From an optimization exercise on the open Yosys and OpenROAD flow, aimed at small area and a short achievable clock period; shortcuts taken in it are not production practice. Function not checked in this run: the RTL went through the layout flow alone. No driver is modelled on the clock port, so clocking that relies on it looks cheaper here than on a real chip.

**flow/flow/run.sh**
```bash
#!/bin/bash
# Standard ORFS layout (standard.sh) with these changes:
# - no half-adder cells: extract_fa finds only full adders, half adders are
#   left to abc as plain gates;
# - port buffers of the smallest buffer cell;
# - every combinational cell set to its smallest size before the
#   floorplan's timing repair sizes up what the clock period needs;
export DONT_USE_CELLS="sky130_fd_sc_hd__ha_1 sky130_fd_sc_hd__ha_2 sky130_fd_sc_hd__ha_4"
export BUFFER_PORTS_ARGS="-buffer_cell sky130_fd_sc_hd__buf_1"
export PRE_FLOORPLAN_TCL=$PWD/flow/downsize.tcl
export POST_CTS_TCL=$PWD/flow/skew.tcl
export SKEW_CHAIN="dlygate4sd3_1 dlygate4sd3_1 dlygate4sd1_1 clkbuf_16"
export SKEW_REGS='^p\\?\[([1-9][0-9])\\?\]'
bash standard.sh > standard.log 2>&1
```
**flow/flow/downsize.tcl**
```tcl
# Set every combinational cell to the smallest-area cell of its footprint
# (same function); the flow's repair steps then size up what timing needs.
set n 0
foreach inst [get_cells *] {
  set lc [get_lib_cells -of_objects $inst]
  set name [get_name $lc]
  if {![regexp {^(sky130_fd_sc_hd__[a-z0-9]+)_[0-9]+$} $name -> base]} { continue }
  if {[regexp {df|dl|sdf|tap|conb|clkbuf_16|decap|fill} $base]} { continue }
  set best $name
  set best_area [get_property $lc area]
  foreach c [get_lib_cells ${base}_*] {
    set cn [get_name $c]
    if {![regexp "^${base}_\[0-9\]+\$" $cn]} { continue }
    if {[info exists ::env(DONT_USE_CELLS)] && [lsearch -exact $::env(DONT_USE_CELLS) $cn] >= 0} { continue }
    if {[regexp {lpflow|probe} $cn]} { continue }
    set a [get_property $c area]
    if {$a < $best_area} { set best $cn; set best_area $a }
  }
  if {$best ne $name} {
    replace_cell $inst [get_lib_cells $best]
    incr n
  }
}
puts "downsize: replaced $n cells"
```
**flow/flow/skew.tcl**
```tcl
set block [ord::get_db_block]
set db [ord::get_db]
set chain $::env(SKEW_CHAIN)
set regs_re $::env(SKEW_REGS)

# the clock root: the net of the clock port
set clk_port [$block findBTerm clk]
set root_net [$clk_port getNet]

set sinks {}
set sx 0; set sy 0
foreach inst [$block getInsts] {
  if {[regexp $regs_re [$inst getName]]} {
    lappend sinks $inst
    set loc [$inst getLocation]
    set sx [expr {$sx + [lindex $loc 0]}]
    set sy [expr {$sy + [lindex $loc 1]}]
  }
}
set n [llength $sinks]
if {$n == 0} { error "skew: no registers match $regs_re" }
set cx [expr {$sx / $n}]; set cy [expr {$sy / $n}]
puts "skew: $n registers, chain $chain"

# place the chain between the clock port and the sinks' centre
set pl [$clk_port getBBox]
set px [expr {([$pl xMin] + [$pl xMax]) / 2}]
set py [expr {([$pl yMin] + [$pl yMax]) / 2}]
set prev $root_net
set k 0
set len [llength $chain]
foreach cell $chain {
  set master [$db findMaster sky130_fd_sc_hd__$cell]
  if {$master eq "NULL"} { error "skew: no master $cell" }
  set inst [odb::dbInst_create $block $master skew_buf_$k]
  set f [expr {double($k + 1) / $len}]
  $inst setLocation [expr {int($px + ($cx - $px) * $f)}] [expr {int($py + ($cy - $py) * $f)}]
  $inst setPlacementStatus PLACED
  set a [$inst findITerm A]
  $a connect $prev
  set out [odb::dbNet_create $block skew_net_$k]
  $out setSigType CLOCK
  [$inst findITerm X] connect $out
  set prev $out
  incr k
}
foreach inst $sinks {
  set ck [$inst findITerm CLK]
  $ck disconnect
  $ck connect $prev
}
# remove clock tree buffers left without loads
foreach inst [$block getInsts] {
  if {![string match clkbuf* [[$inst getMaster] getName]] && ![string match *clkbuf* [[$inst getMaster] getName]]} { continue }
  set x [$inst findITerm X]
  if {$x eq "NULL"} { continue }
  set net [$x getNet]
  if {$net eq "NULL"} { continue }
  if {[llength [$net getITerms]] == 1 && [llength [$net getBTerms]] == 0} {
    puts "skew: removing unloaded [$inst getName]"
    set in [[$inst findITerm A] getNet]
    odb::dbInst_destroy $inst
    odb::dbNet_destroy $net
  }
}

detailed_placement
estimate_parasitics -placement
report_clock_latency
repair_timing_helper
detailed_placement
check_placement -verbose
estimate_parasitics -placement
report_worst_slack -max
report_worst_slack -min
```
**flow/standard.sh**
```bash
#!/bin/bash
# synth_recipe.tcl (not shown) runs the flow's synth.tcl, then flattens the netlist and writes it again
# the make line also repeats each setting of config.mk as NAME=value (left out here)
make -C /OpenROAD-flow-scripts/flow DESIGN_CONFIG=/design/flow/config.mk WORK_HOME=/design/flow/orfs CLKGATE_MAP_FILE= SYNTH_SCRIPT=/design/flow/synth_recipe.tcl "${@:-finish}"
```
**flow/config.mk**
```make
export PLATFORM = sky130hd
export DESIGN_NAME = booth_mult_top
export DESIGN_NICKNAME = booth_mult_top
export VERILOG_FILES = /design/flow/design.v
export SDC_FILE = /design/flow/constraint.sdc
export NUM_CORES = 4
export LEC_CHECK = 0
export CAP_MARGIN = 20
export CORE_MARGIN = 2
export CORE_UTILIZATION = 40
export SETUP_SLACK_MARGIN = 3
export SLEW_MARGIN = 20
export SYNTH_HIERARCHICAL = 1
```
**flow/constraint.sdc**
```tcl
create_clock -name core_clock -period 8.5 [get_ports {clk}]
set_input_delay 1.7000 -clock core_clock [delete_from_list [all_inputs] [get_ports {clk}]]
set_output_delay 1.7000 -clock core_clock [all_outputs]
set_load 0.01 [all_outputs]
```
**flow/design.v**
```verilog
module booth_mult_top (
  input  wire        clk,
  input  wire [15:0] x,
  input  wire [15:0] y,
  output reg  [31:0] p
);
  reg  [15:0] x_q, y_q;
  wire [31:0] p_d;
  always @(posedge clk) begin
    x_q <= x;
    y_q <= y;
    p   <= p_d;
  end
  booth_mult u_mult (.p(p_d), .x(x_q), .y(y_q));
endmodule

module booth_mult (p, x, y);
input  [15:0] x, y;
output [31:0] p;
wire pp0_0;
wire pp0_1;
wire pp0_2;
wire pp0_3;
wire pp0_4;
wire pp0_5;
wire pp0_6;
wire pp0_7;
wire pp0_8;
wire pp0_9;
wire pp0_10;
wire pp0_11;
wire pp0_12;
wire pp0_13;
wire pp0_14;
wire pp0_15;
wire pp1_0;
wire pp1_1;
wire pp1_2;
wire pp1_3;
wire pp1_4;
wire pp1_5;
wire pp1_6;
wire pp1_7;
wire pp1_8;
wire pp1_9;
wire pp1_10;
wire pp1_11;
wire pp1_12;
wire pp1_13;
wire pp1_14;
wire pp1_15;
wire pp2_0;
wire pp2_1;
wire pp2_2;
wire pp2_3;
wire pp2_4;
wire pp2_5;
wire pp2_6;
wire pp2_7;
wire pp2_8;
wire pp2_9;
wire pp2_10;
wire pp2_11;
wire pp2_12;
wire pp2_13;
wire pp2_14;
wire pp2_15;
wire pp3_0;
wire pp3_1;
wire pp3_2;
wire pp3_3;
wire pp3_4;
wire pp3_5;
wire pp3_6;
wire pp3_7;
wire pp3_8;
wire pp3_9;
wire pp3_10;
wire pp3_11;
wire pp3_12;
wire pp3_13;
wire pp3_14;
wire pp3_15;
wire pp4_0;
wire pp4_1;
wire pp4_2;
wire pp4_3;
wire pp4_4;
wire pp4_5;
wire pp4_6;
wire pp4_7;
wire pp4_8;
wire pp4_9;
wire pp4_10;
wire pp4_11;
wire pp4_12;
wire pp4_13;
wire pp4_14;
wire pp4_15;
wire pp5_0;
wire pp5_1;
wire pp5_2;
wire pp5_3;
wire pp5_4;
wire pp5_5;
wire pp5_6;
wire pp5_7;
wire pp5_8;
wire pp5_9;
wire pp5_10;
wire pp5_11;
wire pp5_12;
wire pp5_13;
wire pp5_14;
wire pp5_15;
wire pp6_0;
wire pp6_1;
wire pp6_2;
wire pp6_3;
wire pp6_4;
wire pp6_5;
wire pp6_6;
wire pp6_7;
wire pp6_8;
wire pp6_9;
wire pp6_10;
wire pp6_11;
wire pp6_12;
wire pp6_13;
wire pp6_14;
wire pp6_15;
wire pp7_0;
wire pp7_1;
wire pp7_2;
wire pp7_3;
wire pp7_4;
wire pp7_5;
wire pp7_6;
wire pp7_7;
wire pp7_8;
wire pp7_9;
wire pp7_10;
wire pp7_11;
wire pp7_12;
wire pp7_13;
wire pp7_14;
wire pp7_15;
wire pp8_0;
wire pp8_1;
wire pp8_2;
wire pp8_3;
wire pp8_4;
wire pp8_5;
wire pp8_6;
wire pp8_7;
wire pp8_8;
wire pp8_9;
wire pp8_10;
wire pp8_11;
wire pp8_12;
wire pp8_13;
wire pp8_14;
wire pp8_15;
wire pp9_0;
wire pp9_1;
wire pp9_2;
wire pp9_3;
wire pp9_4;
wire pp9_5;
wire pp9_6;
wire pp9_7;
wire pp9_8;
wire pp9_9;
wire pp9_10;
wire pp9_11;
wire pp9_12;
wire pp9_13;
wire pp9_14;
wire pp9_15;
wire pp10_0;
wire pp10_1;
wire pp10_2;
wire pp10_3;
wire pp10_4;
wire pp10_5;
wire pp10_6;
wire pp10_7;
wire pp10_8;
wire pp10_9;
wire pp10_10;
wire pp10_11;
wire pp10_12;
wire pp10_13;
wire pp10_14;
wire pp10_15;
wire pp11_0;
wire pp11_1;
wire pp11_2;
wire pp11_3;
wire pp11_4;
wire pp11_5;
wire pp11_6;
wire pp11_7;
wire pp11_8;
wire pp11_9;
wire pp11_10;
wire pp11_11;
wire pp11_12;
wire pp11_13;
wire pp11_14;
wire pp11_15;
wire pp12_0;
wire pp12_1;
wire pp12_2;
wire pp12_3;
wire pp12_4;
wire pp12_5;
wire pp12_6;
wire pp12_7;
wire pp12_8;
wire pp12_9;
wire pp12_10;
wire pp12_11;
wire pp12_12;
wire pp12_13;
wire pp12_14;
wire pp12_15;
wire pp13_0;
wire pp13_1;
wire pp13_2;
wire pp13_3;
wire pp13_4;
wire pp13_5;
wire pp13_6;
wire pp13_7;
wire pp13_8;
wire pp13_9;
wire pp13_10;
wire pp13_11;
wire pp13_12;
wire pp13_13;
wire pp13_14;
wire pp13_15;
wire pp14_0;
wire pp14_1;
wire pp14_2;
wire pp14_3;
wire pp14_4;
wire pp14_5;
wire pp14_6;
wire pp14_7;
wire pp14_8;
wire pp14_9;
wire pp14_10;
wire pp14_11;
wire pp14_12;
wire pp14_13;
wire pp14_14;
wire pp14_15;
wire pp15_0;
wire pp15_1;
wire pp15_2;
wire pp15_3;
wire pp15_4;
wire pp15_5;
wire pp15_6;
wire pp15_7;
wire pp15_8;
wire pp15_9;
wire pp15_10;
wire pp15_11;
wire pp15_12;
wire pp15_13;
wire pp15_14;
wire pp15_15;
wire s1;
wire c2;
wire s3;
wire c4;
wire s5;
wire c6;
wire s7;
wire c8;
wire s9;
wire c10;
wire s11;
wire c12;
wire s13;
wire c14;
wire s15;
wire c16;
wire s17;
wire c18;
wire s19;
wire c20;
wire s21;
wire c22;
wire s23;
wire c24;
wire s25;
wire c26;
wire s27;
wire c28;
wire s29;
wire c30;
wire s31;
wire c32;
wire s33;
wire c34;
wire s35;
wire c36;
wire s37;
wire c38;
wire s39;
wire c40;
wire s41;
wire c42;
wire s43;
wire c44;
wire s45;
wire c46;
wire s47;
wire c48;
wire s49;
wire c50;
wire s51;
wire c52;
wire s53;
wire c54;
wire s55;
wire c56;
wire s57;
wire c58;
wire s59;
wire c60;
wire s61;
wire c62;
wire s63;
wire c64;
wire s65;
wire c66;
wire s67;
wire c68;
wire s69;
wire c70;
wire s71;
wire c72;
wire s73;
wire c74;
wire s75;
wire c76;
wire s77;
wire c78;
wire s79;
wire c80;
wire s81;
wire c82;
wire s83;
wire c84;
wire s85;
wire c86;
wire s87;
wire c88;
wire s89;
wire c90;
wire s91;
wire c92;
wire s93;
wire c94;
wire s95;
wire c96;
wire s97;
wire c98;
wire s99;
wire c100;
wire s101;
wire c102;
wire s103;
wire c104;
wire s105;
wire c106;
wire s107;
wire c108;
wire s109;
wire c110;
wire s111;
wire c112;
wire s113;
wire c114;
wire s115;
wire c116;
wire s117;
wire c118;
wire s119;
wire c120;
wire s121;
wire c122;
wire s123;
wire c124;
wire s125;
wire c126;
wire s127;
wire c128;
wire s129;
wire c130;
wire s131;
wire c132;
wire s133;
wire c134;
wire s135;
wire c136;
wire s137;
wire c138;
wire s139;
wire c140;
wire s141;
wire c142;
wire s143;
wire c144;
wire s145;
wire c146;
wire s147;
wire c148;
wire s149;
wire c150;
wire s151;
wire c152;
wire s153;
wire c154;
wire s155;
wire c156;
wire s157;
wire c158;
wire s159;
wire c160;
wire s161;
wire c162;
wire s163;
wire c164;
wire s165;
wire c166;
wire s167;
wire c168;
wire s169;
wire c170;
wire s171;
wire c172;
wire s173;
wire c174;
wire s175;
wire c176;
wire s177;
wire c178;
wire s179;
wire c180;
wire s181;
wire c182;
wire s183;
wire c184;
wire s185;
wire c186;
wire s187;
wire c188;
wire s189;
wire c190;
wire s191;
wire c192;
wire s193;
wire c194;
wire s195;
wire c196;
wire s197;
wire c198;
wire s199;
wire c200;
wire s201;
wire c202;
wire s203;
wire c204;
wire s205;
wire c206;
wire s207;
wire c208;
wire s209;
wire c210;
wire s211;
wire c212;
wire s213;
wire c214;
wire s215;
wire c216;
wire s217;
wire c218;
wire s219;
wire c220;
wire s221;
wire c222;
wire s223;
wire c224;
wire s225;
wire c226;
wire s227;
wire c228;
wire s229;
wire c230;
wire s231;
wire c232;
wire s233;
wire c234;
wire s235;
wire c236;
wire s237;
wire c238;
wire s239;
wire c240;
wire s241;
wire c242;
wire s243;
wire c244;
wire s245;
wire c246;
wire s247;
wire c248;
wire s249;
wire c250;
wire s251;
wire c252;
wire s253;
wire c254;
wire s255;
wire c256;
wire s257;
wire c258;
wire s259;
wire c260;
wire s261;
wire c262;
wire s263;
wire c264;
wire s265;
wire c266;
wire s267;
wire c268;
wire s269;
wire c270;
wire s271;
wire c272;
wire s273;
wire c274;
wire s275;
wire c276;
wire s277;
wire c278;
wire s279;
wire c280;
wire s281;
wire c282;
wire s283;
wire c284;
wire s285;
wire c286;
wire s287;
wire c288;
wire s289;
wire c290;
wire s291;
wire c292;
wire s293;
wire c294;
wire s295;
wire c296;
wire s297;
wire c298;
wire s299;
wire c300;
wire s301;
wire c302;
wire s303;
wire c304;
wire s305;
wire c306;
wire s307;
wire c308;
wire s309;
wire c310;
wire s311;
wire c312;
wire s313;
wire c314;
wire s315;
wire c316;
wire s317;
wire c318;
wire s319;
wire c320;
wire s321;
wire c322;
wire s323;
wire c324;
wire s325;
wire c326;
wire s327;
wire c328;
wire s329;
wire c330;
wire s331;
wire c332;
wire s333;
wire c334;
wire s335;
wire c336;
wire s337;
wire c338;
wire s339;
wire c340;
wire s341;
wire c342;
wire s343;
wire c344;
wire s345;
wire c346;
wire s347;
wire c348;
wire s349;
wire c350;
wire s351;
wire c352;
wire s353;
wire c354;
wire s355;
wire c356;
wire s357;
wire c358;
wire s359;
wire c360;
wire s361;
wire c362;
wire s363;
wire c364;
wire s365;
wire c366;
wire s367;
wire c368;
wire s369;
wire c370;
wire s371;
wire c372;
wire s373;
wire c374;
wire s375;
wire c376;
wire s377;
wire c378;
wire s379;
wire c380;
wire s381;
wire c382;
wire s383;
wire c384;
wire s385;
wire c386;
wire s387;
wire c388;
wire s389;
wire c390;
wire s391;
wire c392;
wire s393;
wire c394;
wire s395;
wire c396;
wire s397;
wire c398;
wire s399;
wire c400;
wire s401;
wire c402;
wire s403;
wire c404;
wire s405;
wire c406;
wire s407;
wire c408;
wire s409;
wire c410;
wire s411;
wire c412;
wire s413;
wire c414;
wire s415;
wire c416;
wire s417;
wire c418;
wire s419;
wire c420;
wire s421;
wire c422;
wire s423;
wire c424;
wire s425;
wire c426;
wire s427;
wire c428;
wire s429;
wire c430;
wire s431;
wire c432;
wire s433;
wire c434;
wire s435;
wire c436;
wire s437;
wire c438;
wire s439;
wire c440;
wire s441;
wire c442;
wire s443;
wire c444;
wire s445;
wire c446;
wire s447;
wire c448;
wire s449;
wire c450;
assign pp0_0 = ~(x[0] & y[0]);
assign pp0_1 = ~(x[1] & y[0]);
assign pp0_2 = ~(x[2] & y[0]);
assign pp0_3 = ~(x[3] & y[0]);
assign pp0_4 = ~(x[4] & y[0]);
assign pp0_5 = ~(x[5] & y[0]);
assign pp0_6 = ~(x[6] & y[0]);
assign pp0_7 = ~(x[7] & y[0]);
assign pp0_8 = ~(x[8] & y[0]);
assign pp0_9 = ~(x[9] & y[0]);
assign pp0_10 = ~(x[10] & y[0]);
assign pp0_11 = ~(x[11] & y[0]);
assign pp0_12 = ~(x[12] & y[0]);
assign pp0_13 = ~(x[13] & y[0]);
assign pp0_14 = ~(x[14] & y[0]);
assign pp0_15 = x[15] & y[0];
assign pp1_0 = ~(x[0] & y[1]);
assign pp1_1 = ~(x[1] & y[1]);
assign pp1_2 = ~(x[2] & y[1]);
assign pp1_3 = ~(x[3] & y[1]);
assign pp1_4 = ~(x[4] & y[1]);
assign pp1_5 = ~(x[5] & y[1]);
assign pp1_6 = ~(x[6] & y[1]);
assign pp1_7 = ~(x[7] & y[1]);
assign pp1_8 = ~(x[8] & y[1]);
assign pp1_9 = ~(x[9] & y[1]);
assign pp1_10 = ~(x[10] & y[1]);
assign pp1_11 = ~(x[11] & y[1]);
assign pp1_12 = ~(x[12] & y[1]);
assign pp1_13 = ~(x[13] & y[1]);
assign pp1_14 = ~(x[14] & y[1]);
assign pp1_15 = x[15] & y[1];
assign pp2_0 = ~(x[0] & y[2]);
assign pp2_1 = ~(x[1] & y[2]);
assign pp2_2 = ~(x[2] & y[2]);
assign pp2_3 = ~(x[3] & y[2]);
assign pp2_4 = ~(x[4] & y[2]);
assign pp2_5 = ~(x[5] & y[2]);
assign pp2_6 = ~(x[6] & y[2]);
assign pp2_7 = ~(x[7] & y[2]);
assign pp2_8 = ~(x[8] & y[2]);
assign pp2_9 = ~(x[9] & y[2]);
assign pp2_10 = ~(x[10] & y[2]);
assign pp2_11 = ~(x[11] & y[2]);
assign pp2_12 = ~(x[12] & y[2]);
assign pp2_13 = ~(x[13] & y[2]);
assign pp2_14 = ~(x[14] & y[2]);
assign pp2_15 = x[15] & y[2];
assign pp3_0 = ~(x[0] & y[3]);
assign pp3_1 = ~(x[1] & y[3]);
assign pp3_2 = ~(x[2] & y[3]);
assign pp3_3 = ~(x[3] & y[3]);
assign pp3_4 = ~(x[4] & y[3]);
assign pp3_5 = ~(x[5] & y[3]);
assign pp3_6 = ~(x[6] & y[3]);
assign pp3_7 = ~(x[7] & y[3]);
assign pp3_8 = ~(x[8] & y[3]);
assign pp3_9 = ~(x[9] & y[3]);
assign pp3_10 = ~(x[10] & y[3]);
assign pp3_11 = ~(x[11] & y[3]);
assign pp3_12 = ~(x[12] & y[3]);
assign pp3_13 = ~(x[13] & y[3]);
assign pp3_14 = ~(x[14] & y[3]);
assign pp3_15 = x[15] & y[3];
assign pp4_0 = ~(x[0] & y[4]);
assign pp4_1 = ~(x[1] & y[4]);
assign pp4_2 = ~(x[2] & y[4]);
assign pp4_3 = ~(x[3] & y[4]);
assign pp4_4 = ~(x[4] & y[4]);
assign pp4_5 = ~(x[5] & y[4]);
assign pp4_6 = ~(x[6] & y[4]);
assign pp4_7 = ~(x[7] & y[4]);
assign pp4_8 = ~(x[8] & y[4]);
assign pp4_9 = ~(x[9] & y[4]);
assign pp4_10 = ~(x[10] & y[4]);
assign pp4_11 = ~(x[11] & y[4]);
assign pp4_12 = ~(x[12] & y[4]);
assign pp4_13 = ~(x[13] & y[4]);
assign pp4_14 = ~(x[14] & y[4]);
assign pp4_15 = x[15] & y[4];
assign pp5_0 = ~(x[0] & y[5]);
assign pp5_1 = ~(x[1] & y[5]);
assign pp5_2 = ~(x[2] & y[5]);
assign pp5_3 = ~(x[3] & y[5]);
assign pp5_4 = ~(x[4] & y[5]);
assign pp5_5 = ~(x[5] & y[5]);
assign pp5_6 = ~(x[6] & y[5]);
assign pp5_7 = ~(x[7] & y[5]);
assign pp5_8 = ~(x[8] & y[5]);
assign pp5_9 = ~(x[9] & y[5]);
assign pp5_10 = ~(x[10] & y[5]);
assign pp5_11 = ~(x[11] & y[5]);
assign pp5_12 = ~(x[12] & y[5]);
assign pp5_13 = ~(x[13] & y[5]);
assign pp5_14 = ~(x[14] & y[5]);
assign pp5_15 = x[15] & y[5];
assign pp6_0 = ~(x[0] & y[6]);
assign pp6_1 = ~(x[1] & y[6]);
assign pp6_2 = ~(x[2] & y[6]);
assign pp6_3 = ~(x[3] & y[6]);
assign pp6_4 = ~(x[4] & y[6]);
assign pp6_5 = ~(x[5] & y[6]);
assign pp6_6 = ~(x[6] & y[6]);
assign pp6_7 = ~(x[7] & y[6]);
assign pp6_8 = ~(x[8] & y[6]);
assign pp6_9 = ~(x[9] & y[6]);
assign pp6_10 = ~(x[10] & y[6]);
assign pp6_11 = ~(x[11] & y[6]);
assign pp6_12 = ~(x[12] & y[6]);
assign pp6_13 = ~(x[13] & y[6]);
assign pp6_14 = ~(x[14] & y[6]);
assign pp6_15 = x[15] & y[6];
assign pp7_0 = ~(x[0] & y[7]);
assign pp7_1 = ~(x[1] & y[7]);
assign pp7_2 = ~(x[2] & y[7]);
assign pp7_3 = ~(x[3] & y[7]);
assign pp7_4 = ~(x[4] & y[7]);
assign pp7_5 = ~(x[5] & y[7]);
assign pp7_6 = ~(x[6] & y[7]);
assign pp7_7 = ~(x[7] & y[7]);
assign pp7_8 = ~(x[8] & y[7]);
assign pp7_9 = ~(x[9] & y[7]);
assign pp7_10 = ~(x[10] & y[7]);
assign pp7_11 = ~(x[11] & y[7]);
assign pp7_12 = ~(x[12] & y[7]);
assign pp7_13 = ~(x[13] & y[7]);
assign pp7_14 = ~(x[14] & y[7]);
assign pp7_15 = x[15] & y[7];
assign pp8_0 = ~(x[0] & y[8]);
assign pp8_1 = ~(x[1] & y[8]);
assign pp8_2 = ~(x[2] & y[8]);
assign pp8_3 = ~(x[3] & y[8]);
assign pp8_4 = ~(x[4] & y[8]);
assign pp8_5 = ~(x[5] & y[8]);
assign pp8_6 = ~(x[6] & y[8]);
assign pp8_7 = ~(x[7] & y[8]);
assign pp8_8 = ~(x[8] & y[8]);
assign pp8_9 = ~(x[9] & y[8]);
assign pp8_10 = ~(x[10] & y[8]);
assign pp8_11 = ~(x[11] & y[8]);
assign pp8_12 = ~(x[12] & y[8]);
assign pp8_13 = ~(x[13] & y[8]);
assign pp8_14 = ~(x[14] & y[8]);
assign pp8_15 = x[15] & y[8];
assign pp9_0 = ~(x[0] & y[9]);
assign pp9_1 = ~(x[1] & y[9]);
assign pp9_2 = ~(x[2] & y[9]);
assign pp9_3 = ~(x[3] & y[9]);
assign pp9_4 = ~(x[4] & y[9]);
assign pp9_5 = ~(x[5] & y[9]);
assign pp9_6 = ~(x[6] & y[9]);
assign pp9_7 = ~(x[7] & y[9]);
assign pp9_8 = ~(x[8] & y[9]);
assign pp9_9 = ~(x[9] & y[9]);
assign pp9_10 = ~(x[10] & y[9]);
assign pp9_11 = ~(x[11] & y[9]);
assign pp9_12 = ~(x[12] & y[9]);
assign pp9_13 = ~(x[13] & y[9]);
assign pp9_14 = ~(x[14] & y[9]);
assign pp9_15 = x[15] & y[9];
assign pp10_0 = ~(x[0] & y[10]);
assign pp10_1 = ~(x[1] & y[10]);
assign pp10_2 = ~(x[2] & y[10]);
assign pp10_3 = ~(x[3] & y[10]);
assign pp10_4 = ~(x[4] & y[10]);
assign pp10_5 = ~(x[5] & y[10]);
assign pp10_6 = ~(x[6] & y[10]);
assign pp10_7 = ~(x[7] & y[10]);
assign pp10_8 = ~(x[8] & y[10]);
assign pp10_9 = ~(x[9] & y[10]);
assign pp10_10 = ~(x[10] & y[10]);
assign pp10_11 = ~(x[11] & y[10]);
assign pp10_12 = ~(x[12] & y[10]);
assign pp10_13 = ~(x[13] & y[10]);
assign pp10_14 = ~(x[14] & y[10]);
assign pp10_15 = x[15] & y[10];
assign pp11_0 = ~(x[0] & y[11]);
assign pp11_1 = ~(x[1] & y[11]);
assign pp11_2 = ~(x[2] & y[11]);
assign pp11_3 = ~(x[3] & y[11]);
assign pp11_4 = ~(x[4] & y[11]);
assign pp11_5 = ~(x[5] & y[11]);
assign pp11_6 = ~(x[6] & y[11]);
assign pp11_7 = ~(x[7] & y[11]);
assign pp11_8 = ~(x[8] & y[11]);
assign pp11_9 = ~(x[9] & y[11]);
assign pp11_10 = ~(x[10] & y[11]);
assign pp11_11 = ~(x[11] & y[11]);
assign pp11_12 = ~(x[12] & y[11]);
assign pp11_13 = ~(x[13] & y[11]);
assign pp11_14 = ~(x[14] & y[11]);
assign pp11_15 = x[15] & y[11];
assign pp12_0 = ~(x[0] & y[12]);
assign pp12_1 = ~(x[1] & y[12]);
assign pp12_2 = ~(x[2] & y[12]);
assign pp12_3 = ~(x[3] & y[12]);
assign pp12_4 = ~(x[4] & y[12]);
assign pp12_5 = ~(x[5] & y[12]);
assign pp12_6 = ~(x[6] & y[12]);
assign pp12_7 = ~(x[7] & y[12]);
assign pp12_8 = ~(x[8] & y[12]);
assign pp12_9 = ~(x[9] & y[12]);
assign pp12_10 = ~(x[10] & y[12]);
assign pp12_11 = ~(x[11] & y[12]);
assign pp12_12 = ~(x[12] & y[12]);
assign pp12_13 = ~(x[13] & y[12]);
assign pp12_14 = ~(x[14] & y[12]);
assign pp12_15 = x[15] & y[12];
assign pp13_0 = ~(x[0] & y[13]);
assign pp13_1 = ~(x[1] & y[13]);
assign pp13_2 = ~(x[2] & y[13]);
assign pp13_3 = ~(x[3] & y[13]);
assign pp13_4 = ~(x[4] & y[13]);
assign pp13_5 = ~(x[5] & y[13]);
assign pp13_6 = ~(x[6] & y[13]);
assign pp13_7 = ~(x[7] & y[13]);
assign pp13_8 = ~(x[8] & y[13]);
assign pp13_9 = ~(x[9] & y[13]);
assign pp13_10 = ~(x[10] & y[13]);
assign pp13_11 = ~(x[11] & y[13]);
assign pp13_12 = ~(x[12] & y[13]);
assign pp13_13 = ~(x[13] & y[13]);
assign pp13_14 = ~(x[14] & y[13]);
assign pp13_15 = x[15] & y[13];
assign pp14_0 = ~(x[0] & y[14]);
assign pp14_1 = ~(x[1] & y[14]);
assign pp14_2 = ~(x[2] & y[14]);
assign pp14_3 = ~(x[3] & y[14]);
assign pp14_4 = ~(x[4] & y[14]);
assign pp14_5 = ~(x[5] & y[14]);
assign pp14_6 = ~(x[6] & y[14]);
assign pp14_7 = ~(x[7] & y[14]);
assign pp14_8 = ~(x[8] & y[14]);
assign pp14_9 = ~(x[9] & y[14]);
assign pp14_10 = ~(x[10] & y[14]);
assign pp14_11 = ~(x[11] & y[14]);
assign pp14_12 = ~(x[12] & y[14]);
assign pp14_13 = ~(x[13] & y[14]);
assign pp14_14 = ~(x[14] & y[14]);
assign pp14_15 = x[15] & y[14];
assign pp15_0 = x[0] & y[15];
assign pp15_1 = x[1] & y[15];
assign pp15_2 = x[2] & y[15];
assign pp15_3 = x[3] & y[15];
assign pp15_4 = x[4] & y[15];
assign pp15_5 = x[5] & y[15];
assign pp15_6 = x[6] & y[15];
assign pp15_7 = x[7] & y[15];
assign pp15_8 = x[8] & y[15];
assign pp15_9 = x[9] & y[15];
assign pp15_10 = x[10] & y[15];
assign pp15_11 = x[11] & y[15];
assign pp15_12 = x[12] & y[15];
assign pp15_13 = x[13] & y[15];
assign pp15_14 = x[14] & y[15];
assign pp15_15 = ~(x[15] & y[15]);
mha us1 (.a(1'b1), .b(pp0_12), .s(s1), .co(c2));
assign s3 = ~(pp0_13 ^ pp10_3);
assign c4 = pp0_13 | pp10_3;
mha us5 (.a(pp11_2), .b(pp12_1), .s(s5), .co(c6));
assign s7 = ~(pp0_14 ^ pp10_4);
assign c8 = pp0_14 | pp10_4;
mfa us9 (.a(pp11_3), .b(pp12_2), .c(pp13_1), .s(s9), .co(c10));
mha us11 (.a(pp14_0), .b(pp1_13), .s(s11), .co(c12));
assign s13 = ~(pp0_15 ^ pp10_5);
assign c14 = pp0_15 | pp10_5;
mfa us15 (.a(pp11_4), .b(pp12_3), .c(pp13_2), .s(s15), .co(c16));
mfa us17 (.a(pp14_1), .b(pp15_0), .c(pp1_14), .s(s17), .co(c18));
mha us19 (.a(pp2_13), .b(pp3_12), .s(s19), .co(c20));
mfa us21 (.a(pp10_6), .b(pp11_5), .c(pp12_4), .s(s21), .co(c22));
mfa us23 (.a(pp13_3), .b(pp14_2), .c(pp15_1), .s(s23), .co(c24));
mfa us25 (.a(pp1_15), .b(pp2_14), .c(pp3_13), .s(s25), .co(c26));
mfa us27 (.a(pp10_7), .b(pp11_6), .c(pp12_5), .s(s27), .co(c28));
mfa us29 (.a(pp13_4), .b(pp14_3), .c(pp15_2), .s(s29), .co(c30));
mfa us31 (.a(pp10_8), .b(pp11_7), .c(pp12_6), .s(s31), .co(c32));
mha us33 (.a(1'b1), .b(pp0_8), .s(s33), .co(c34));
assign s35 = ~(pp0_9 ^ pp1_8);
assign c36 = pp0_9 | pp1_8;
mha us37 (.a(pp2_7), .b(pp3_6), .s(s37), .co(c38));
assign s39 = ~(pp0_10 ^ pp10_0);
assign c40 = pp0_10 | pp10_0;
mfa us41 (.a(pp1_9), .b(pp2_8), .c(pp3_7), .s(s41), .co(c42));
mha us43 (.a(pp4_6), .b(pp5_5), .s(s43), .co(c44));
assign s45 = ~(pp0_11 ^ pp10_1);
assign c46 = pp0_11 | pp10_1;
mfa us47 (.a(pp11_0), .b(pp1_10), .c(pp2_9), .s(s47), .co(c48));
mfa us49 (.a(pp3_8), .b(pp4_7), .c(pp5_6), .s(s49), .co(c50));
mha us51 (.a(pp6_5), .b(pp7_4), .s(s51), .co(c52));
mfa us53 (.a(pp10_2), .b(pp11_1), .c(pp12_0), .s(s53), .co(c54));
mfa us55 (.a(pp1_11), .b(pp2_10), .c(pp3_9), .s(s55), .co(c56));
mfa us57 (.a(pp4_8), .b(pp5_7), .c(pp6_6), .s(s57), .co(c58));
mfa us59 (.a(pp7_5), .b(pp8_4), .c(pp9_3), .s(s59), .co(c60));
mfa us61 (.a(pp13_0), .b(pp1_12), .c(pp2_11), .s(s61), .co(c62));
mfa us63 (.a(pp3_10), .b(pp4_9), .c(pp5_8), .s(s63), .co(c64));
mfa us65 (.a(pp6_7), .b(pp7_6), .c(pp8_5), .s(s65), .co(c66));
mfa us67 (.a(pp9_4), .b(c2), .c(s5), .s(s67), .co(c68));
mfa us69 (.a(pp2_12), .b(pp3_11), .c(pp4_10), .s(s69), .co(c70));
mfa us71 (.a(pp5_9), .b(pp6_8), .c(pp7_7), .s(s71), .co(c72));
mfa us73 (.a(pp8_6), .b(pp9_5), .c(c6), .s(s73), .co(c74));
mfa us75 (.a(s11), .b(c4), .c(s7), .s(s75), .co(c76));
mfa us77 (.a(pp4_11), .b(pp5_10), .c(pp6_9), .s(s77), .co(c78));
mfa us79 (.a(pp7_8), .b(pp8_7), .c(pp9_6), .s(s79), .co(c80));
mfa us81 (.a(c12), .b(s19), .c(c10), .s(s81), .co(c82));
mfa us83 (.a(c8), .b(s13), .c(s15), .s(s83), .co(c84));
mfa us85 (.a(pp4_12), .b(pp5_11), .c(pp6_10), .s(s85), .co(c86));
mfa us87 (.a(pp7_9), .b(pp8_8), .c(pp9_7), .s(s87), .co(c88));
mfa us89 (.a(c20), .b(c14), .c(c16), .s(s89), .co(c90));
mfa us91 (.a(c18), .b(s21), .c(s23), .s(s91), .co(c92));
mfa us93 (.a(pp2_15), .b(pp3_14), .c(pp4_13), .s(s93), .co(c94));
mfa us95 (.a(pp5_12), .b(pp6_11), .c(pp7_10), .s(s95), .co(c96));
mfa us97 (.a(pp8_9), .b(pp9_8), .c(c22), .s(s97), .co(c98));
mfa us99 (.a(c24), .b(c26), .c(s27), .s(s99), .co(c100));
mfa us101 (.a(pp13_5), .b(pp14_4), .c(pp15_3), .s(s101), .co(c102));
mfa us103 (.a(pp3_15), .b(pp4_14), .c(pp5_13), .s(s103), .co(c104));
mfa us105 (.a(pp6_12), .b(pp7_11), .c(pp8_10), .s(s105), .co(c106));
mfa us107 (.a(pp9_9), .b(c28), .c(c30), .s(s107), .co(c108));
mfa us109 (.a(pp10_9), .b(pp11_8), .c(pp12_7), .s(s109), .co(c110));
mfa us111 (.a(pp13_6), .b(pp14_5), .c(pp15_4), .s(s111), .co(c112));
mfa us113 (.a(pp4_15), .b(pp5_14), .c(pp6_13), .s(s113), .co(c114));
mfa us115 (.a(pp7_12), .b(pp8_11), .c(pp9_10), .s(s115), .co(c116));
mfa us117 (.a(pp10_10), .b(pp11_9), .c(pp12_8), .s(s117), .co(c118));
mfa us119 (.a(pp13_7), .b(pp14_6), .c(pp15_5), .s(s119), .co(c120));
mfa us121 (.a(pp5_15), .b(pp6_14), .c(pp7_13), .s(s121), .co(c122));
mfa us123 (.a(pp10_11), .b(pp11_10), .c(pp12_9), .s(s123), .co(c124));
mfa us125 (.a(pp13_8), .b(pp14_7), .c(pp15_6), .s(s125), .co(c126));
mfa us127 (.a(pp10_12), .b(pp11_11), .c(pp12_10), .s(s127), .co(c128));
mha us129 (.a(1'b1), .b(pp0_5), .s(s129), .co(c130));
assign s131 = ~(pp0_6 ^ pp1_5);
assign c132 = pp0_6 | pp1_5;
mha us133 (.a(pp2_4), .b(pp3_3), .s(s133), .co(c134));
assign s135 = ~(pp0_7 ^ pp1_6);
assign c136 = pp0_7 | pp1_6;
mfa us137 (.a(pp2_5), .b(pp3_4), .c(pp4_3), .s(s137), .co(c138));
mha us139 (.a(pp5_2), .b(pp6_1), .s(s139), .co(c140));
mfa us141 (.a(pp1_7), .b(pp2_6), .c(pp3_5), .s(s141), .co(c142));
mfa us143 (.a(pp4_4), .b(pp5_3), .c(pp6_2), .s(s143), .co(c144));
mfa us145 (.a(pp7_1), .b(pp8_0), .c(s33), .s(s145), .co(c146));
mfa us147 (.a(pp4_5), .b(pp5_4), .c(pp6_3), .s(s147), .co(c148));
mfa us149 (.a(pp7_2), .b(pp8_1), .c(pp9_0), .s(s149), .co(c150));
mfa us151 (.a(c34), .b(s37), .c(s35), .s(s151), .co(c152));
mfa us153 (.a(pp6_4), .b(pp7_3), .c(pp8_2), .s(s153), .co(c154));
mfa us155 (.a(pp9_1), .b(c38), .c(s43), .s(s155), .co(c156));
mfa us157 (.a(c36), .b(s39), .c(s41), .s(s157), .co(c158));
mfa us159 (.a(pp8_3), .b(pp9_2), .c(c44), .s(s159), .co(c160));
mfa us161 (.a(s51), .b(c40), .c(c42), .s(s161), .co(c162));
mfa us163 (.a(s45), .b(s47), .c(s49), .s(s163), .co(c164));
mfa us165 (.a(c52), .b(s1), .c(c46), .s(s165), .co(c166));
mfa us167 (.a(c48), .b(c50), .c(s53), .s(s167), .co(c168));
mfa us169 (.a(s55), .b(s57), .c(s59), .s(s169), .co(c170));
mfa us171 (.a(c54), .b(c56), .c(c58), .s(s171), .co(c172));
mfa us173 (.a(c60), .b(s3), .c(s61), .s(s173), .co(c174));
mfa us175 (.a(s63), .b(s65), .c(s67), .s(s175), .co(c176));
mfa us177 (.a(c62), .b(c64), .c(c66), .s(s177), .co(c178));
mfa us179 (.a(s69), .b(s71), .c(s9), .s(s179), .co(c180));
mfa us181 (.a(s73), .b(c68), .c(s75), .s(s181), .co(c182));
mfa us183 (.a(c70), .b(c72), .c(s17), .s(s183), .co(c184));
mfa us185 (.a(s77), .b(s79), .c(c74), .s(s185), .co(c186));
mfa us187 (.a(c76), .b(s81), .c(s83), .s(s187), .co(c188));
mfa us189 (.a(c78), .b(c80), .c(s25), .s(s189), .co(c190));
mfa us191 (.a(s85), .b(s87), .c(c82), .s(s191), .co(c192));
mfa us193 (.a(c84), .b(s89), .c(s91), .s(s193), .co(c194));
mfa us195 (.a(c86), .b(c88), .c(s29), .s(s195), .co(c196));
mfa us197 (.a(s93), .b(s95), .c(c90), .s(s197), .co(c198));
mfa us199 (.a(c92), .b(s97), .c(s99), .s(s199), .co(c200));
mfa us201 (.a(c94), .b(c96), .c(s101), .s(s201), .co(c202));
mfa us203 (.a(s103), .b(s105), .c(s31), .s(s203), .co(c204));
mfa us205 (.a(c98), .b(c100), .c(s107), .s(s205), .co(c206));
mfa us207 (.a(c102), .b(c104), .c(c106), .s(s207), .co(c208));
mfa us209 (.a(c32), .b(s109), .c(s111), .s(s209), .co(c210));
mfa us211 (.a(s113), .b(s115), .c(c108), .s(s211), .co(c212));
mfa us213 (.a(pp8_12), .b(pp9_11), .c(c110), .s(s213), .co(c214));
mfa us215 (.a(c112), .b(c114), .c(c116), .s(s215), .co(c216));
mfa us217 (.a(s117), .b(s119), .c(s121), .s(s217), .co(c218));
mfa us219 (.a(pp6_15), .b(pp7_14), .c(pp8_13), .s(s219), .co(c220));
mfa us221 (.a(pp9_12), .b(c118), .c(c120), .s(s221), .co(c222));
mfa us223 (.a(c122), .b(s123), .c(s125), .s(s223), .co(c224));
mfa us225 (.a(pp13_9), .b(pp14_8), .c(pp15_7), .s(s225), .co(c226));
mfa us227 (.a(pp7_15), .b(pp8_14), .c(pp9_13), .s(s227), .co(c228));
mfa us229 (.a(c124), .b(c126), .c(s127), .s(s229), .co(c230));
mfa us231 (.a(pp10_13), .b(pp11_12), .c(pp12_11), .s(s231), .co(c232));
mfa us233 (.a(pp13_10), .b(pp14_9), .c(pp15_8), .s(s233), .co(c234));
mfa us235 (.a(pp8_15), .b(pp9_14), .c(c128), .s(s235), .co(c236));
mfa us237 (.a(pp10_14), .b(pp11_13), .c(pp12_12), .s(s237), .co(c238));
mfa us239 (.a(pp13_11), .b(pp14_10), .c(pp15_9), .s(s239), .co(c240));
mfa us241 (.a(pp10_15), .b(pp11_14), .c(pp12_13), .s(s241), .co(c242));
mha us243 (.a(1'b1), .b(pp0_3), .s(s243), .co(c244));
assign s245 = ~(pp0_4 ^ pp1_3);
assign c246 = pp0_4 | pp1_3;
mha us247 (.a(pp2_2), .b(pp3_1), .s(s247), .co(c248));
mfa us249 (.a(pp1_4), .b(pp2_3), .c(pp3_2), .s(s249), .co(c250));
mfa us251 (.a(pp4_1), .b(pp5_0), .c(s129), .s(s251), .co(c252));
mfa us253 (.a(pp4_2), .b(pp5_1), .c(pp6_0), .s(s253), .co(c254));
mfa us255 (.a(c130), .b(s133), .c(s131), .s(s255), .co(c256));
mfa us257 (.a(pp7_0), .b(c134), .c(s139), .s(s257), .co(c258));
mfa us259 (.a(c132), .b(s135), .c(s137), .s(s259), .co(c260));
mfa us261 (.a(c140), .b(c136), .c(c138), .s(s261), .co(c262));
mfa us263 (.a(s141), .b(s143), .c(s145), .s(s263), .co(c264));
mfa us265 (.a(c142), .b(c144), .c(s147), .s(s265), .co(c266));
mfa us267 (.a(s149), .b(c146), .c(s151), .s(s267), .co(c268));
mfa us269 (.a(c148), .b(c150), .c(s153), .s(s269), .co(c270));
mfa us271 (.a(s155), .b(c152), .c(s157), .s(s271), .co(c272));
mfa us273 (.a(c154), .b(s159), .c(c156), .s(s273), .co(c274));
mfa us275 (.a(c158), .b(s161), .c(s163), .s(s275), .co(c276));
mfa us277 (.a(c160), .b(c162), .c(c164), .s(s277), .co(c278));
mfa us279 (.a(s165), .b(s167), .c(s169), .s(s279), .co(c280));
mfa us281 (.a(c166), .b(c168), .c(c170), .s(s281), .co(c282));
mfa us283 (.a(s171), .b(s173), .c(s175), .s(s283), .co(c284));
mfa us285 (.a(c172), .b(c174), .c(s177), .s(s285), .co(c286));
mfa us287 (.a(s179), .b(c176), .c(s181), .s(s287), .co(c288));
mfa us289 (.a(c178), .b(c180), .c(s183), .s(s289), .co(c290));
mfa us291 (.a(s185), .b(c182), .c(s187), .s(s291), .co(c292));
mfa us293 (.a(c184), .b(s189), .c(c186), .s(s293), .co(c294));
mfa us295 (.a(s191), .b(c188), .c(s193), .s(s295), .co(c296));
mfa us297 (.a(c190), .b(s195), .c(c192), .s(s297), .co(c298));
mfa us299 (.a(s197), .b(c194), .c(s199), .s(s299), .co(c300));
mfa us301 (.a(c196), .b(s201), .c(s203), .s(s301), .co(c302));
mfa us303 (.a(c198), .b(c200), .c(s205), .s(s303), .co(c304));
mfa us305 (.a(c202), .b(c204), .c(s207), .s(s305), .co(c306));
mfa us307 (.a(s209), .b(c206), .c(s211), .s(s307), .co(c308));
mfa us309 (.a(c208), .b(c210), .c(s213), .s(s309), .co(c310));
mfa us311 (.a(s215), .b(s217), .c(c212), .s(s311), .co(c312));
mfa us313 (.a(s219), .b(c214), .c(c216), .s(s313), .co(c314));
mfa us315 (.a(c218), .b(s221), .c(s223), .s(s315), .co(c316));
mfa us317 (.a(c220), .b(s225), .c(s227), .s(s317), .co(c318));
mfa us319 (.a(c222), .b(c224), .c(s229), .s(s319), .co(c320));
mfa us321 (.a(c226), .b(c228), .c(s231), .s(s321), .co(c322));
mfa us323 (.a(s233), .b(c230), .c(s235), .s(s323), .co(c324));
mfa us325 (.a(pp9_15), .b(c232), .c(c234), .s(s325), .co(c326));
mfa us327 (.a(s237), .b(s239), .c(c236), .s(s327), .co(c328));
mfa us329 (.a(pp13_12), .b(pp14_11), .c(pp15_10), .s(s329), .co(c330));
mfa us331 (.a(c238), .b(c240), .c(s241), .s(s331), .co(c332));
mfa us333 (.a(pp11_15), .b(pp12_14), .c(pp13_13), .s(s333), .co(c334));
mfa us335 (.a(pp14_12), .b(pp15_11), .c(c242), .s(s335), .co(c336));
mfa us337 (.a(pp12_15), .b(pp13_14), .c(pp14_13), .s(s337), .co(c338));
mha us339 (.a(1'b1), .b(pp0_2), .s(s339), .co(c340));
mfa us341 (.a(pp1_2), .b(pp2_1), .c(pp3_0), .s(s341), .co(c342));
mfa us343 (.a(pp4_0), .b(c244), .c(s247), .s(s343), .co(c344));
mfa us345 (.a(c248), .b(c246), .c(s249), .s(s345), .co(c346));
mfa us347 (.a(c250), .b(s253), .c(c252), .s(s347), .co(c348));
mfa us349 (.a(c254), .b(s257), .c(c256), .s(s349), .co(c350));
mfa us351 (.a(c258), .b(c260), .c(s261), .s(s351), .co(c352));
mfa us353 (.a(c262), .b(s265), .c(c264), .s(s353), .co(c354));
mfa us355 (.a(c266), .b(s269), .c(c268), .s(s355), .co(c356));
mfa us357 (.a(c270), .b(s273), .c(c272), .s(s357), .co(c358));
mfa us359 (.a(c274), .b(c276), .c(s277), .s(s359), .co(c360));
mfa us361 (.a(c278), .b(c280), .c(s281), .s(s361), .co(c362));
mfa us363 (.a(c282), .b(s285), .c(c284), .s(s363), .co(c364));
mfa us365 (.a(c286), .b(s289), .c(c288), .s(s365), .co(c366));
mfa us367 (.a(c290), .b(s293), .c(c292), .s(s367), .co(c368));
mfa us369 (.a(c294), .b(s297), .c(c296), .s(s369), .co(c370));
mfa us371 (.a(s301), .b(c298), .c(c300), .s(s371), .co(c372));
mfa us373 (.a(c302), .b(s305), .c(c304), .s(s373), .co(c374));
mfa us375 (.a(c306), .b(s309), .c(s311), .s(s375), .co(c376));
mfa us377 (.a(c310), .b(s313), .c(s315), .s(s377), .co(c378));
mfa us379 (.a(s317), .b(c314), .c(c316), .s(s379), .co(c380));
mfa us381 (.a(c318), .b(s321), .c(c320), .s(s381), .co(c382));
mfa us383 (.a(c322), .b(s325), .c(c324), .s(s383), .co(c384));
mfa us385 (.a(s329), .b(c326), .c(s331), .s(s385), .co(c386));
mfa us387 (.a(c330), .b(s333), .c(c332), .s(s387), .co(c388));
mfa us389 (.a(pp15_12), .b(c334), .c(s337), .s(s389), .co(c390));
mfa us391 (.a(pp13_15), .b(pp14_14), .c(pp15_13), .s(s391), .co(c392));
mha us393 (.a(1'b1), .b(pp0_1), .s(s393), .co(c394));
mfa us395 (.a(pp1_1), .b(pp2_0), .c(s339), .s(s395), .co(c396));
mfa us397 (.a(c340), .b(s243), .c(s341), .s(s397), .co(c398));
mfa us399 (.a(c342), .b(s245), .c(s343), .s(s399), .co(c400));
mfa us401 (.a(c344), .b(s251), .c(s345), .s(s401), .co(c402));
mfa us403 (.a(c346), .b(s255), .c(s347), .s(s403), .co(c404));
mfa us405 (.a(s259), .b(c348), .c(s349), .s(s405), .co(c406));
mfa us407 (.a(s263), .b(c350), .c(s351), .s(s407), .co(c408));
mfa us409 (.a(c352), .b(s267), .c(s353), .s(s409), .co(c410));
mfa us411 (.a(s271), .b(c354), .c(s355), .s(s411), .co(c412));
mfa us413 (.a(s275), .b(c356), .c(s357), .s(s413), .co(c414));
mfa us415 (.a(s279), .b(c358), .c(s359), .s(s415), .co(c416));
mfa us417 (.a(s283), .b(c360), .c(s361), .s(s417), .co(c418));
mfa us419 (.a(c362), .b(s287), .c(s363), .s(s419), .co(c420));
mfa us421 (.a(s291), .b(c364), .c(s365), .s(s421), .co(c422));
mfa us423 (.a(s295), .b(c366), .c(s367), .s(s423), .co(c424));
mfa us425 (.a(s299), .b(c368), .c(s369), .s(s425), .co(c426));
mfa us427 (.a(s303), .b(c370), .c(s371), .s(s427), .co(c428));
mfa us429 (.a(s307), .b(s373), .c(c372), .s(s429), .co(c430));
mfa us431 (.a(c308), .b(s375), .c(c374), .s(s431), .co(c432));
mfa us433 (.a(c312), .b(s377), .c(c376), .s(s433), .co(c434));
mfa us435 (.a(s319), .b(c378), .c(s379), .s(s435), .co(c436));
mfa us437 (.a(s323), .b(c380), .c(s381), .s(s437), .co(c438));
mfa us439 (.a(s327), .b(c382), .c(s383), .s(s439), .co(c440));
mfa us441 (.a(c328), .b(s385), .c(c384), .s(s441), .co(c442));
mfa us443 (.a(s335), .b(c386), .c(s387), .s(s443), .co(c444));
mfa us445 (.a(c336), .b(s389), .c(c388), .s(s445), .co(c446));
mfa us447 (.a(c338), .b(s391), .c(c390), .s(s447), .co(c448));
mfa us449 (.a(pp14_15), .b(pp15_14), .c(c392), .s(s449), .co(c450));
wire [31:0] ra = {1'b1, pp15_15, s449, s447, s445, s443, s441, s439, s437, s435, s433, s431, s429, s427, s425, s423, s421, s419, s417, s415, s413, s411, s409, s407, s405, s403, s401, s399, s397, s395, pp1_0, pp0_0};
wire [31:0] rb = {1'b0, c450, c448, c446, c444, c442, c440, c438, c436, c434, c432, c430, c428, c426, c424, c422, c420, c418, c416, c414, c412, c410, c408, c406, c404, c402, c400, c398, c396, c394, s393, 1'b0};
assign p = ~(ra + rb);
endmodule
module mfa (a, b, c, s, co);
input a, b, c;
output s, co;
assign s = a ^ b ^ c;
assign co = (a & b) | (a & c) | (b & c);
endmodule
module mha (a, b, s, co);
input a, b;
output s, co;
assign s = a ^ b;
assign co = a & b;
endmodule
```
==> out/metrics.yaml <==
final-setup-viol-count: 0
r2r-end: "p[28]"
cts_tree: "built"
fin_crit_ns: 4.631
grt_setup_unrepaired: "false"
rows: 53
grt_max_degree: 23
setup_ws_ns: 3.869
hold_depth: 5
fmax_mhz: 215.9
fillers: 2009
layout_common_cells: "239 x nand2_1, 202 x fa_1, 64 x buf_1"
arrival_ns: 6.26
first_pass_iters: 5
critPathLaunchType: "register"
clk_pin_slew_worst_paths_ns: 0.09
worstSkewPairLatency_ns: 1.68
cts.sinks: 64
path_class: "register to register"
ys_warn_count: 7
register_area_mm2: 0.001309
dp_hpwl_um: 16760
routed_via_density: 5.191
syn_inst: 823
core_area_mm2: 0.02089
final_common_cell: "nand2_1"
critical_path.max_fanout: 16
ff2ff_path_depth: 14
drv_slew: 0
worstHoldEndpoint: "p[26]"
fin_crit_sh: 0.5448
rrSetupSlack_ns: 3.87
tightest_slew_ns: 0.7864
drt.antenna.violating_nets: 0
start_util: 0.4041
die_y_um: 149.3
routedWlPerCell_um: 18.48
multi_input_area_mm2: 0.006942
io_pins: 65
hold_violations: 0
grt_pass1_wl_um: 34980
setup_tns_ns: 0
overflow: 0
die_area_mm2: 0.02228
r2r-start: "x_q[9]"
io_buffer_count: 64
die_w_um: 149.3
grt_usage: 0.2074
hold_path.class: "register to register"
dr.first_iter.drc_count: 334
drive_gt1_frac: 0.04515
final_core_util: 0.4515
pre_cts_slack_ns: 2.693
drc: 0
vias: 6032
drt_wl_total_um: 21480
grt_pass1_vias: 6420
slew_headroom: 0.4750
crit_path_end_kind: "register"
antenna_found_initial: 1
status: "finished clean"
place_inst: 1126
fin_cells: 1162
cp.required_ns: 10.13
place_congestion: 0.8989
max_cap_viol_count: 0
fin_skew_ns: 1.362
min-delay-start: "y_q[15]"
num-nets-final: 1171
==> stage by stage <==
step	cell area, µm²	hold slack [ns]
detailed placement	8891	0.8147
global placement	8891	0.8215
global route	9430	0.1055
finish	9430	0.04904
floorplan	8461	0.5007
==> flip-flops by register name, summed over array words and instances (netlist names) <==
register and count:
p 32, y_q 16, x_q 16
==> routing by layer <==
metal / up-vias / GRT usage / share of wire
met5: - / 0 / 0
met4: 0 / 0.07143 / 0.025
met3: 39 / 0.03578 / 0.060
met2: 200 / 0.3479 / 0.51
met1: 3073 / 0.2727 / 0.40
li1: 2720 / - / -
==> critical path, stage by stage, from the launching register on <==
cell and delay (ns):
dfxtp_1 0.80, nand2_1 0.19, fa_1 0.58, fa_1 0.43, fa_1 0.39, fa_1 0.53
fa_1 0.44, ha_1 0.38, a21oi_1 0.27, a21bo_2 0.25, a21oi_1 0.43, o2111ai_1 0.24
a31oi_1 0.27, xor2_1 0.16, dlygate4sd3_1 0.55
==> worst max-delay path by stage <==
stage               depth (start not counted)  slack [ns]  endpoint  startpoint
global route                               14        3.71     p[28]      x_q[9]
detailed placement                         15        2.69     p[25]      x_q[4]
finish                                     14        3.87     p[28]      x_q[9]
global placement                           15        2.83     p[25]      x_q[4]
floorplan                                  17        3.21     p[25]     y_q[11]
==> area by class of cell, without the clock buffers <==
cell class / count / area share
multi-input combinational: 699 / 0.7361
inverter: 24 / 0.009553
antenna: 1 / 0.0002654
tap: 275 / 0.03649
clock inverter: 3 / 0.004511
timing repair buffer: 80 / 0.04246
buffer: 4 / 0.005705
sequential: 64 / 0.1388

-- port drivers added, routing unchanged --
Ports are ideal in the flow. The routed layout listed here was re-timed in OpenROAD.
Step 1 (the two cells are an assumption about what drives the block):
set clk [get_ports {clk}]
set_driving_cell -lib_cell sky130_fd_sc_hd__clkbuf_16 $clk
set_driving_cell -lib_cell sky130_fd_sc_hd__buf_2 [delete_from_list [all_inputs] $clk]
Step 2, shift: input delay + t, output delay - t, t = (earliest + latest rising clock arrival at the registers) / 2. This alone moves slack from input paths to output paths.
a / b / c = ideal / step 1 / step 2; a / b = the first two.
shift t [ns]: 1.046
setup WS [ns]: 3.869 / 3.869 / 3.869
clock arrival spread, ns: 1.362 / 1.361
In this run the clock reaches the registers at very different times; t lies between them, and the last value is a rough guide only. For this run, drivers alone change the setup slack by 0.000 ns; drivers and shift together by 0.000 ns.
